Context: an optimization exercise on an open-source flow, tuned for small area. The choices shown serve that exercise and are no tape-out recipe.
For this run, only the layout was checked, not whether the RTL still works.
Power and IR drop assume default switching activity.

===== design/flow/config.mk =====
export PLATFORM = sky130hd
export DESIGN_NAME = poly_unit
export DESIGN_NICKNAME = poly_unit
export VERILOG_FILES = /design/flow/design.v
export SDC_FILE = /design/flow/constraint.sdc
export NUM_CORES = 4
export LEC_CHECK = 0
export CAP_MARGIN = 20
export CORE_MARGIN = 2
export CORE_UTILIZATION = 40
export SLEW_MARGIN = 20

===== design/flow/constraint.sdc =====
create_clock -name core_clock -period 6.0 [get_ports {clk}]
set_input_delay 1.2000 -clock core_clock [delete_from_list [all_inputs] [get_ports {clk}]]
set_output_delay 1.2000 -clock core_clock [all_outputs]
set_load 0.01 [all_outputs]

===== design/flow/design.v =====
module poly_unit(clk, resetn, go, data_in, data_result, hex0, hex1);
    input clk;
    input resetn;
    input go;
    input [7:0] data_in;
    output [7:0] data_result;
    output [6:0] hex0, hex1;
    part2 u0(
        .clk(clk),
        .resetn(resetn),
        .go(go),
        .data_in(data_in),
        .data_result(data_result)
    );
    hex_decoder H0(
        .hex_digit(data_result[3:0]), 
        .segments(hex0)
        );
    hex_decoder H1(
        .hex_digit(data_result[7:4]), 
        .segments(hex1)
        );
endmodule
module part2(
    input clk,
    input resetn,
    input go,
    input [7:0] data_in,
    output [7:0] data_result
    );
    wire ld_a, ld_b, ld_c, ld_x, ld_r;
    wire ld_alu_out;
    wire [1:0]  alu_select_a, alu_select_b;
    wire alu_op;
    control C0(
        .clk(clk),
        .resetn(resetn),
        .go(go),
        .ld_alu_out(ld_alu_out), 
        .ld_x(ld_x),
        .ld_a(ld_a),
        .ld_b(ld_b),
        .ld_c(ld_c), 
        .ld_r(ld_r), 
        .alu_select_a(alu_select_a),
        .alu_select_b(alu_select_b),
        .alu_op(alu_op)
    );
    datapath D0(
        .clk(clk),
        .resetn(resetn),
        .ld_alu_out(ld_alu_out), 
        .ld_x(ld_x),
        .ld_a(ld_a),
        .ld_b(ld_b),
        .ld_c(ld_c), 
        .ld_r(ld_r), 
        .alu_select_a(alu_select_a),
        .alu_select_b(alu_select_b),
        .alu_op(alu_op),
        .data_in(data_in),
        .data_result(data_result)
    );
 endmodule        
module control(
    input clk,
    input resetn,
    input go,
    output reg  ld_a, ld_b, ld_c, ld_x, ld_r,
    output reg  ld_alu_out,
    output reg [1:0]  alu_select_a, alu_select_b,
    output reg alu_op
    );
    reg [3:0] current_state, next_state; 
    localparam  S_LOAD_A        = 4'd0,
                S_LOAD_A_WAIT   = 4'd1,
                S_LOAD_B        = 4'd2,
                S_LOAD_B_WAIT   = 4'd3,
                S_LOAD_C        = 4'd4,
                S_LOAD_C_WAIT   = 4'd5,
                S_LOAD_X        = 4'd6,
                S_LOAD_X_WAIT   = 4'd7,
                S_CYCLE_0       = 4'd8,
                S_CYCLE_1       = 4'd9,
                S_CYCLE_2       = 4'd10,
					 S_CYCLE_3       = 4'd11,
					 S_CYCLE_4       = 4'd12;
    always @(*)
    begin: state_table 
            case (current_state)
                S_LOAD_A: next_state = go ? S_LOAD_A_WAIT : S_LOAD_A;  
                S_LOAD_A_WAIT: next_state = go ? S_LOAD_A_WAIT : S_LOAD_B;  
                S_LOAD_B: next_state = go ? S_LOAD_B_WAIT : S_LOAD_B;  
                S_LOAD_B_WAIT: next_state = go ? S_LOAD_B_WAIT : S_LOAD_C;  
                S_LOAD_C: next_state = go ? S_LOAD_C_WAIT : S_LOAD_C;  
                S_LOAD_C_WAIT: next_state = go ? S_LOAD_C_WAIT : S_LOAD_X;  
                S_LOAD_X: next_state = go ? S_LOAD_X_WAIT : S_LOAD_X;  
                S_LOAD_X_WAIT: next_state = go ? S_LOAD_X_WAIT : S_CYCLE_0;  
                S_CYCLE_0: next_state = S_CYCLE_1;
					 S_CYCLE_1: next_state = S_CYCLE_2;
					 S_CYCLE_2: next_state = S_CYCLE_3;
					 S_CYCLE_3: next_state = S_CYCLE_4;
                S_CYCLE_4: next_state = S_LOAD_A;  
            default:     next_state = S_LOAD_A;
        endcase
    end  
    always @(*)
    begin: enable_signals
        ld_alu_out = 1'b0;
        ld_a = 1'b0;
        ld_b = 1'b0;
        ld_c = 1'b0;
        ld_x = 1'b0;
        ld_r = 1'b0;
        alu_select_a = 2'b00;
        alu_select_b = 2'b00;
        alu_op       = 1'b0;
        case (current_state)
            S_LOAD_A: begin
                ld_a = 1'b1;
                end
            S_LOAD_B: begin
                ld_b = 1'b1;
                end
            S_LOAD_C: begin
                ld_c = 1'b1;
                end
            S_LOAD_X: begin
                ld_x = 1'b1;
                end
            S_CYCLE_0: begin  
                ld_alu_out = 1'b1; ld_a = 1'b1;  
                alu_select_a = 2'b00;  
                alu_select_b = 2'b11;  
                alu_op = 1'b1;  
            end
				S_CYCLE_1: begin  
					 ld_alu_out = 1'b1; ld_b = 1'b1;
					 alu_select_a = 2'b01;
					 alu_select_b = 2'b11;
					 alu_op = 1'b1;
			   end
				S_CYCLE_2: begin  
					 ld_alu_out = 1'b1; ld_a =  1'b1;
					 alu_select_a = 2'b00;
					 alu_select_b = 2'b11;
					 alu_op = 1'b1;
				end
				S_CYCLE_3: begin  
					 ld_alu_out = 1'b1; ld_a = 1'b1;
					 alu_select_a = 2'b00;
					 alu_select_b = 2'b01;
					 alu_op = 1'b0;
				end
            S_CYCLE_4: begin
                ld_r = 1'b1;  
                alu_select_a = 2'b00;  
                alu_select_b = 2'b10;  
                alu_op = 1'b0;  
            end
        endcase
    end  
    always@(posedge clk)
    begin: state_FFs
        if(!resetn)
            current_state <= S_LOAD_A;
        else
            current_state <= next_state;
    end  
endmodule
module datapath(
    input clk,
    input resetn,
    input [7:0] data_in,
    input ld_alu_out, 
    input ld_x, ld_a, ld_b, ld_c,
    input ld_r,
    input alu_op, 
    input [1:0] alu_select_a, alu_select_b,
    output reg [7:0] data_result
    );
    reg [7:0] a, b, c, x;
    reg [7:0] alu_out;
    reg [7:0] alu_a, alu_b;
    always @ (posedge clk) begin
        if (!resetn) begin
            a <= 8'd0; 
            b <= 8'd0; 
            c <= 8'd0; 
            x <= 8'd0; 
        end
        else begin
            if (ld_a)
                a <= ld_alu_out ? alu_out : data_in;  
            if (ld_b)
                b <= ld_alu_out ? alu_out : data_in;  
            if (ld_x)
                x <= data_in;
            if (ld_c)
                c <= data_in;
        end
    end
    always @ (posedge clk) begin
        if (!resetn) begin
            data_result <= 8'd0; 
        end
        else 
            if(ld_r)
                data_result <= alu_out;
    end
    always @(*)
    begin
        case (alu_select_a)
            2'd0:
                alu_a = a;
            2'd1:
                alu_a = b;
            2'd2:
                alu_a = c;
            2'd3:
                alu_a = x;
            default: alu_a = 8'd0;
        endcase
        case (alu_select_b)
            2'd0:
                alu_b = a;
            2'd1:
                alu_b = b;
            2'd2:
                alu_b = c;
            2'd3:
                alu_b = x;
            default: alu_b = 8'd0;
        endcase
    end
    always @(*)
    begin : ALU
        case (alu_op)
            0: begin
                   alu_out = alu_a + alu_b;  
               end
            1: begin
                   alu_out = alu_a * alu_b;  
               end
            default: alu_out = 8'd0;
        endcase
    end
endmodule
module hex_decoder(hex_digit, segments);
    input [3:0] hex_digit;
    output reg [6:0] segments;
    always @(*)
        case (hex_digit)
            4'h0: segments = 7'b100_0000;
            4'h1: segments = 7'b111_1001;
            4'h2: segments = 7'b010_0100;
            4'h3: segments = 7'b011_0000;
            4'h4: segments = 7'b001_1001;
            4'h5: segments = 7'b001_0010;
            4'h6: segments = 7'b000_0010;
            4'h7: segments = 7'b111_1000;
            4'h8: segments = 7'b000_0000;
            4'h9: segments = 7'b001_1000;
            4'hA: segments = 7'b000_1000;
            4'hB: segments = 7'b000_0011;
            4'hC: segments = 7'b100_0110;
            4'hD: segments = 7'b010_0001;
            4'hE: segments = 7'b000_0110;
            4'hF: segments = 7'b000_1110;   
            default: segments = 7'h7f;
        endcase
endmodule

===== design/flow/run.sh =====
#!/bin/bash
# synth_recipe.tcl (not shown) runs the flow's synth.tcl, then flattens the netlist and writes it again
# the make line also repeats each setting of config.mk as NAME=value (left out here)
make -C /OpenROAD-flow-scripts/flow DESIGN_CONFIG=/design/flow/config.mk WORK_HOME=/design/flow/orfs CLKGATE_MAP_FILE= SYNTH_SCRIPT=/design/flow/synth_recipe.tcl finish

==> notes.md <==
Relative slew margins 58.3%; final number of hold-violating endpoints 0; Worst path most repeated cell ha_1; metal3 WL 359 microns; GRT Overall Usage 17.9%; DR vias 3,443; Worst-path clk slew roughly 80 ps; Routed WL per cell 14.5 microns; depth of the worst register-to-register path 18; clock latency on the worst-skew pair between 300 and 400 ps; drc violations 0; top sig layer met4; CTS Hold Bufs 0; worst-path fanout max 19; total power 0.00104 W; Routed WL between 9000 and 10,000 microns; CP max stage cell mux4_2; Metal-1 WL 4630 microns; Place WS between 400 and 500 ps; Final Cell Area 5020 sq um; GRT overflow 0; Ys Warns 3; Fmax between 150 and 200 MHz; via/cell ratio 5.17; postcts setup bufs 0; placed cell area ~4800 sq um; core area 10,700 sq um; clock sinks 67; post-synthesis net count around 550; Netlist Area Pre-Place 4360 sq um; n_diodes 0; Mapped Avg Cell Area 8.83 sq um; Seq/Total Area, Yosys 30.7%; worst setup margin roughly 440 ps; cells along the critical path buf_4, mux4_2, and2_1, ha_1, ha_1, fa_1, inv_1, fa_1, inv_1, ha_1, a21oi_1, xnor3_1, xnor3_1, nand2_2, a31oi_4, buf_4, mux2i_1, o22ai_1; Total Nets Final 578; Starting Density 40.6%; most frequent cells in the layout dfxtp_1 (67), nor2_1 (64), inv_1 (53); initial antenna violation count 0; RePlAce Congestion 0.872; ys async rst share 0%; Hold Path End u0.D0.a[7]; Die Height 108 microns; PortBufs 32; unrepaired setup endpoints after global routing false; DRT Pass-1 Iters 4; Met2 Wirelength ~4500 microns; peak supply drop roughly 89 uV; synth unique cells 50; max-slew violations 0; Initial DRC Count ~230; Tmin final 5560 ps; max cap viols 0; FF+latch count, synth 67; CTS tree built; antenna-violating nets left 0; HP Start u0.D0.a[7]; H-tree levels 3; slowest cell delay on critical path 560 ps; hold crit path type reg -> reg; # setup viols final 0; post-detail-place hpwl 7620 microns; startpoint type of the worst setup path flop; Post-synth top flop dfxtp_1; Worst Skew around 13 ps; R2R setup slack ~440 ps; first-pass GRT wire length between 15,000 and 20,000 microns; setup TNS 0 ps; standard-cell row count 38; final hold slack 481 ps; kind of critical path reg -> reg; root buf cell clkbuf_8; Lkg Pwr 2.10 nW; Die W 108 microns; worst slew pin tran 625 ps; EDFF count, synth 0; commonest non-fill, non-tap cell in the layout dfxtp_1; die area between 10,000 and 15,000 sq um; vias in the first global route 3,383; CTS resizes 0; launch point of the worst reg-to-reg path u0.D0.alu_select_b[0]; Worst Setup End Kind flop; layout cells sized above 1 7.79%; WHS Path Cells 2; status finished clean; largest net degree at the start of global routing 43; area grow syn2layout 14.9%; Reg-to-Reg End hex1[6]; critical path arrival 5790 ps; Power Density 208 nW/um^2; post-route clock period utilization 92.6%; CTS Buf Count 9; I/O Pins 33; WP data required 6230 ps; Synth Instances 494; clk buf depth 2
-- layout make-up --
class / count / area (sq um)
inverters: 59 / 221
repair buffers: 39 / 373
clock buffers: 9 / 124
fillers: 1089 / 5730
flip-flops and latches: 67 / 1340
multi-input cells: 345 / 2680
clock inverters: 7 / 100
well taps: 140 / 175
-- synth_stat cells (2+ instances only) --
cell type  count  area (sq um)
a211o_1        3          26.3
a21boi_1       2          15.0
a21o_1         4          30.0
a21oi_1       30           150
a31oi_1        4          25.0
and2_1        11          68.8
buf_2          3          15.0
buf_6          4          45.0
clkbuf_1      16          60.1
clkinv_1       2          7.51
dfxtp_1       67          1340
fa_1          13           260
ha_1          33           413
inv_1         53           199
inv_2          4          15.0
mux2_1         5          56.3
mux2i_1       41           410
mux4_2         7           158
nand2_1       33           124
nand2b_1       5          31.3
nand3_1        7          35.0
nor2_1        64           240
nor2b_1        4          25.0
nor3_1        10          50.1
nor3b_1        2          15.0
nor4_1         2          12.5
o21a_1         2          15.0
o21ai_0        8          40.0
o21ai_1        4          20.0
o22ai_1        8          50.1
o31ai_1        2          15.0
o32ai_1        2          17.5
or3_1          7          43.8
xnor2_1       12           105
xnor3_1        2          45.0
xor2_1         4          35.0
-- stage by stage --
stage	cells	utilization, %
finish	666	46.7
floorplan	494	-
CTS	666	46.7
global route	666	46.7
detailed placement	650	44.6
global placement	650	44.6
-- worst max-delay path by stage --
| stage | from | to | slack (ps) | cells past startpoint |
|---|---|---|---|---|
| 2_1_floorplan | u0.D0.alu_select_b[0] | hex1[0] | 840 | 20 |
| 3_3_place_gp | u0.D0.alu_select_b[0] | hex1[6] | 580 | 18 |
| 3_5_place_dp | u0.D0.alu_select_b[0] | hex1[6] | 430 | 18 |
| 4_1_cts | u0.D0.alu_select_b[0] | hex1[5] | 430 | 18 |
| 5_1_grt | u0.D0.alu_select_b[0] | hex1[5] | 170 | 20 |
| 6_report | u0.D0.alu_select_b[0] | hex1[6] | 440 | 18 |
-- critical path, delay by kind of cell (launching register included) --
kind | cells | cell delay, ps
buf+inv | 4 | 630
fa+ha+maj | 5 | 2010
flops | 1 | 540
xor+xnor | 2 | 660
compound gates | 3 | 590
mux | 2 | 740
simple gates | 2 | 260
-- where the power goes --
| part | total, W | switching [W] | internal (W) | leakage, nW |
|---|---|---|---|---|
| logic | 0.000152 | 0.0000869 | 0.0000655 | 1.45 |
| registers | 0.000464 | 0.0000110 | 0.000453 | 0.543 |
| clock network | 0.000429 | 0.000191 | 0.000237 | 0.108 |
| total | 0.00104 | 0.000289 | 0.000756 | 2.10 |
-- cell families (layout without fill, tap and decap cells) --
family / Yosys count / after routing / synth area share [%]
flip-flops: 67 / 67 / 30.7
XOR/XNOR: 18 / 18 / 4.24
adder cells (fa/ha/maj): 46 / 46 / 15.4
multiplexers: 55 / 55 / 14.9
AND/OR/NAND/NOR: 148 / 148 / 15.3
buffers and inverters: 82 / 114 / 7.83
AO/OA/AOI/OAI: 78 / 78 / 11.6
-- per-layer routing --
metal / up-vias / GRT usage [%]
li1: 1711 / -
met1: 1649 / 23.9
met2: 68 / 29.0
met3: 15 / 3.32
met4: 0 / 6.32
met5: - / 0
-- state kept, by name, indices dropped and copies added, names as in the netlist --
| signal | flops |
|---|---|
| u0.D0.alu_select_a | 1 |
| u0.D0.b | 8 |
| u0.C0.ld_r | 1 |
| u0.C0.current_state | 4 |
| u0.D0.alu_select_b | 2 |
| u0.C0.ld_b | 1 |
| u0.D0.a | 8 |
| u0.C0.ld_c | 1 |
| u0.D0.alu_op | 1 |
| u0.D0.data_result | 8 |
| u0.D0.c | 8 |
| u0.D0.x | 8 |
| hex0 | 7 |
| u0.C0.ld_x | 1 |
| hex1 | 7 |
| u0.C0.ld_a | 1 |

==> static timing again, ports no longer ideal <==
In the flow no input, the clock included, has a driving cell. The finished layout below was timed again as built, in two steps. Step 1, drivers: a clkbuf_16 drives clk and a buf_2 each remaining input, both assumed. Step 2 adds t to the input delays and takes it off the output delays; t is the mean of the earliest and latest rising clock arrival at the registers after step 1. Input paths then give back, and output paths get back, about the clock's delay inside the block. a / b / c = ideal ports / drivers / drivers and shift; a / b = the first two.
t, ns: 0.379
setup WS [ns]: 0.444 / 0.444 / 0.444
worst hold slack (ns): 0.481 / 0.481 / 0.481
clock arrival spread, ns: 0.013 / 0.012
worst slew at a driven data input, ns: 0.04
After both steps setup and hold are still met in this run. The setup slack of this run moves by 0.000 ns with the drivers and by 0.000 ns with both steps.
